This design comes from an exercise in tuning for small area on the open sky130 flow, not from production work. Only simulation tests tie the RTL to the original design; equivalence was not proved. Power is estimated from default activity; no workload was simulated.

## v47
## mmu_top
module mmu_top (
  input  wire        clk,
  input  wire        rst_n,
  input  wire        req_valid_i,
  output wire        req_ready_o,
  input  wire [23:0] req_va_i,
  input  wire [2:0]  req_fc_i,
  input  wire        req_rw_i,
  input  wire        req_fetch_i,
  output reg         resp_valid_o,
  output wire [23:0] resp_pa_o,
  output wire        resp_hit_o,
  output wire        resp_fault_o,
  output wire [2:0]  resp_fault_code_o,
  output wire [4:0]  resp_perm_fault_o,
  input  wire        reg_wr_en_i,
  input  wire        reg_rd_en_i,
  input  wire [3:0]  reg_addr_i,
  input  wire [31:0] reg_wr_data_i,
  output reg  [31:0] reg_rd_data_o,
  input  wire        cmd_valid_i,
  input  wire [2:0]  cmd_op_i,
  input  wire [23:0] cmd_addr_i,
  input  wire [2:0]  cmd_fc_i,
  output wire        cmd_ready_o,
  output wire        cmd_busy_o,
  output reg         status_valid_o,
  output wire [2:0]  status_cmd_o,
  output wire        status_hit_o,
  output wire [23:0] status_pa_o,
  output wire [7:0]  status_bits_o,
  output reg         walk_mem_req_valid_o,
  output reg  [23:0] walk_mem_req_addr_o,
  input  wire        walk_mem_resp_valid_i,
  input  wire [63:0] walk_mem_resp_data_i,
  input  wire        walk_mem_resp_err_i,
  output wire        busy_o
);
Size in the first run: about 1900 cells after synthesis, roughly 760 flip-flops, ~300 I/O pins, ~29000 um^2 of cells after synthesis.
==> flow/config.mk <==
export PLATFORM = sky130hd
export DESIGN_NAME = mmu_top
export DESIGN_NICKNAME = mmu_top
export VERILOG_FILES = /design/flow/design.v
export SDC_FILE = /design/flow/constraint.sdc
export NUM_CORES = 4
export LEC_CHECK = 0
export CAP_MARGIN = 20
export CORE_MARGIN = 2
export CORE_UTILIZATION = 65
export SLEW_MARGIN = 20
==> flow/constraint.sdc <==
create_clock -name core_clock -period 6.0 [get_ports {clk}]
set_input_delay 1.2000 -clock core_clock [delete_from_list [all_inputs] [get_ports {clk}]]
set_output_delay 1.2000 -clock core_clock [all_outputs]
set_load 0.01 [all_outputs]
standard.sh (not shown) runs the stock make flow with config.mk's settings and CLKGATE_MAP_FILE= SYNTH_SCRIPT=/design/flow/synth_recipe.tcl, a recipe that flattens the netlist after the stock synthesis.
==> flow/flow/run.sh <==
#!/bin/bash
# Layout flow: the standard flow, except that
#  - the synthesis maps the combinational logic with an area-oriented ABC
#    script (flow/area.abc); every other synthesis step, and so every
#    register, is the standard synthesis's;
#  - ports are buffered with the smallest buffer cell;
#  - clock tree synthesis inserts no dummy loads.
# Each tool's output goes to its own log in this folder (ORFS's own logs are
# under orfs/logs).
set -euo pipefail
W=$PWD
export BUFFER_PORTS_ARGS="-buffer_cell sky130_fd_sc_hd__buf_1"
export CTS_ARGS="-sink_clustering_enable -repair_clock_nets -dont_use_dummy_load -sink_clustering_size 20 -sink_clustering_max_diameter 60"
cat > "$W/area_synth.tcl" <<EOT
proc abc {args} {
  set i [lsearch -exact \$args -script]
  if { \$i >= 0 } { lset args [expr {\$i + 1}] {$W/flow/area.abc} }
  yosys abc {*}\$args
}
source {$W/synth_recipe.tcl}
EOT
sed "s#SYNTH_SCRIPT=[^ ]*#SYNTH_SCRIPT=$W/area_synth.tcl#" standard.sh > area_standard.sh
bash area_standard.sh synth > synth_make.log 2>&1
bash standard.sh > standard_make.log 2>&1
==> flow/flow/area.abc <==
&get -n
&st
&deepsyn -T 60
&st
&dch
&nf -a
&st
&dch
&nf -a
&put
For v14, these inputs were changed with respect to v47:
# v47
export LEC_CHECK = 0
export CAP_MARGIN = 20
export CORE_MARGIN = 2
export CORE_UTILIZATION = 65
export SLEW_MARGIN = 20
create_clock -name core_clock -period 6.0 [get_ports {clk}]
# v14
export LEC_CHECK = 0
export CAP_MARGIN = 5
export CORE_MARGIN = 2
export CORE_UTILIZATION = 70
export SLEW_MARGIN = 5
create_clock -name core_clock -period 6.0 [get_ports {clk}]
--- a/flow/flow/run.sh
+++ b/flow/flow/run.sh
@@ -11,5 +11,5 @@
 W=$PWD
 export BUFFER_PORTS_ARGS="-buffer_cell sky130_fd_sc_hd__buf_1"
-export CTS_ARGS="-sink_clustering_enable -repair_clock_nets -dont_use_dummy_load -sink_clustering_size 20 -sink_clustering_max_diameter 60"
+export CTS_ARGS="-sink_clustering_enable -repair_clock_nets -dont_use_dummy_load -sink_clustering_size 25 -sink_clustering_max_diameter 100"
 cat > "$W/area_synth.tcl" <<EOT
 proc abc {args} {
Findings:
- A type of the setup path with the least slack of flip-flop to flip-flop is what v47 shows, while input port to flip-flop belongs to v14.
- v14 ended with more buffering stage count on the worst path with inverters included than v47.
- Cell area | v14 vs v47 | v14 smaller
- | fraction of area in multi-input gates | v14 vs v47 | 0.23 points higher |
Changes in v55 relative to v14:
# v14
export LEC_CHECK = 0
export CAP_MARGIN = 5
export CORE_MARGIN = 2
export CORE_UTILIZATION = 70
export SLEW_MARGIN = 5
create_clock -name core_clock -period 6.0 [get_ports {clk}]
# v55
export LEC_CHECK = 0
export CAP_MARGIN = 20
export CORE_MARGIN = 2
export CORE_UTILIZATION = 65
export SLEW_MARGIN = 20
create_clock -name core_clock -period 6.0 [get_ports {clk}]
--- a/flow/flow/run.sh
+++ b/flow/flow/run.sh
@@ -11,5 +11,5 @@
 W=$PWD
 export BUFFER_PORTS_ARGS="-buffer_cell sky130_fd_sc_hd__buf_1"
-export CTS_ARGS="-sink_clustering_enable -repair_clock_nets -dont_use_dummy_load -sink_clustering_size 25 -sink_clustering_max_diameter 100"
+export CTS_ARGS="-sink_clustering_enable -repair_clock_nets -dont_use_dummy_load -sink_clustering_size 24 -sink_clustering_max_diameter 80"
 cat > "$W/area_synth.tcl" <<EOT
 proc abc {args} {
### Flow results
- Comparing v14 and v55, the lower tapcell count was measured on v14.
- v55 vs. v14: data required time at the worst endpoint neither gained nor lost much; overall fraction of global-route tracks in use lower; final worst slack now smaller; total power higher; placer's final routability congestion estimate fell 6.0%.
- On latest clock arrival within the worst-skew pair: v55 sits above v14.
- v55 finished end to end and its layout was clean on timing, DRC and antenna.
- Lower worst slack after detailed placement among v14 and v55: v55
- v55 vs. v14: clock-buffer cell count went up by 3.
- Between v14 and v55, the difference in wire length of the first global-routing pass is negligible.

-- separate check: timing with driven ports --
Ports are ideal in the flow. The routed layouts listed here were re-timed in OpenROAD. Step 1, drivers: a clkbuf_16 drives clk and a buf_2 each remaining input, both assumed. Step 2 moves the port delays by t, midway between the first and last clock arrival at a register: inputs arrive t later, outputs are due t later. That takes back most of the time a late clock gives input paths. Three values: no drivers, after step 1, after step 2; two values: the first two.
run	t, ns	setup WS [ns]	worst hold slack (ns)	latest minus earliest clock arrival (ns)	cell pins on the clock port's net
v47	0.649	0.249 / 0.249 / -0.064	0.385 / 0.385 / 0.385	0.037 / 0.036	1
v14	0.633	0.602 / 0.641 / 0.008	0.381 / 0.381 / 0.381	0.047 / 0.046	1
v55	0.633	0.310 / 0.310 / -0.026	0.386 / 0.386 / 0.386	0.092 / 0.092	1
With both steps, setup timing fails in v47 and v55, where it was met with ideal ports. The setup slack of v14, which loses most, moves by +0.039 ns with the drivers and by -0.594 ns with both steps.
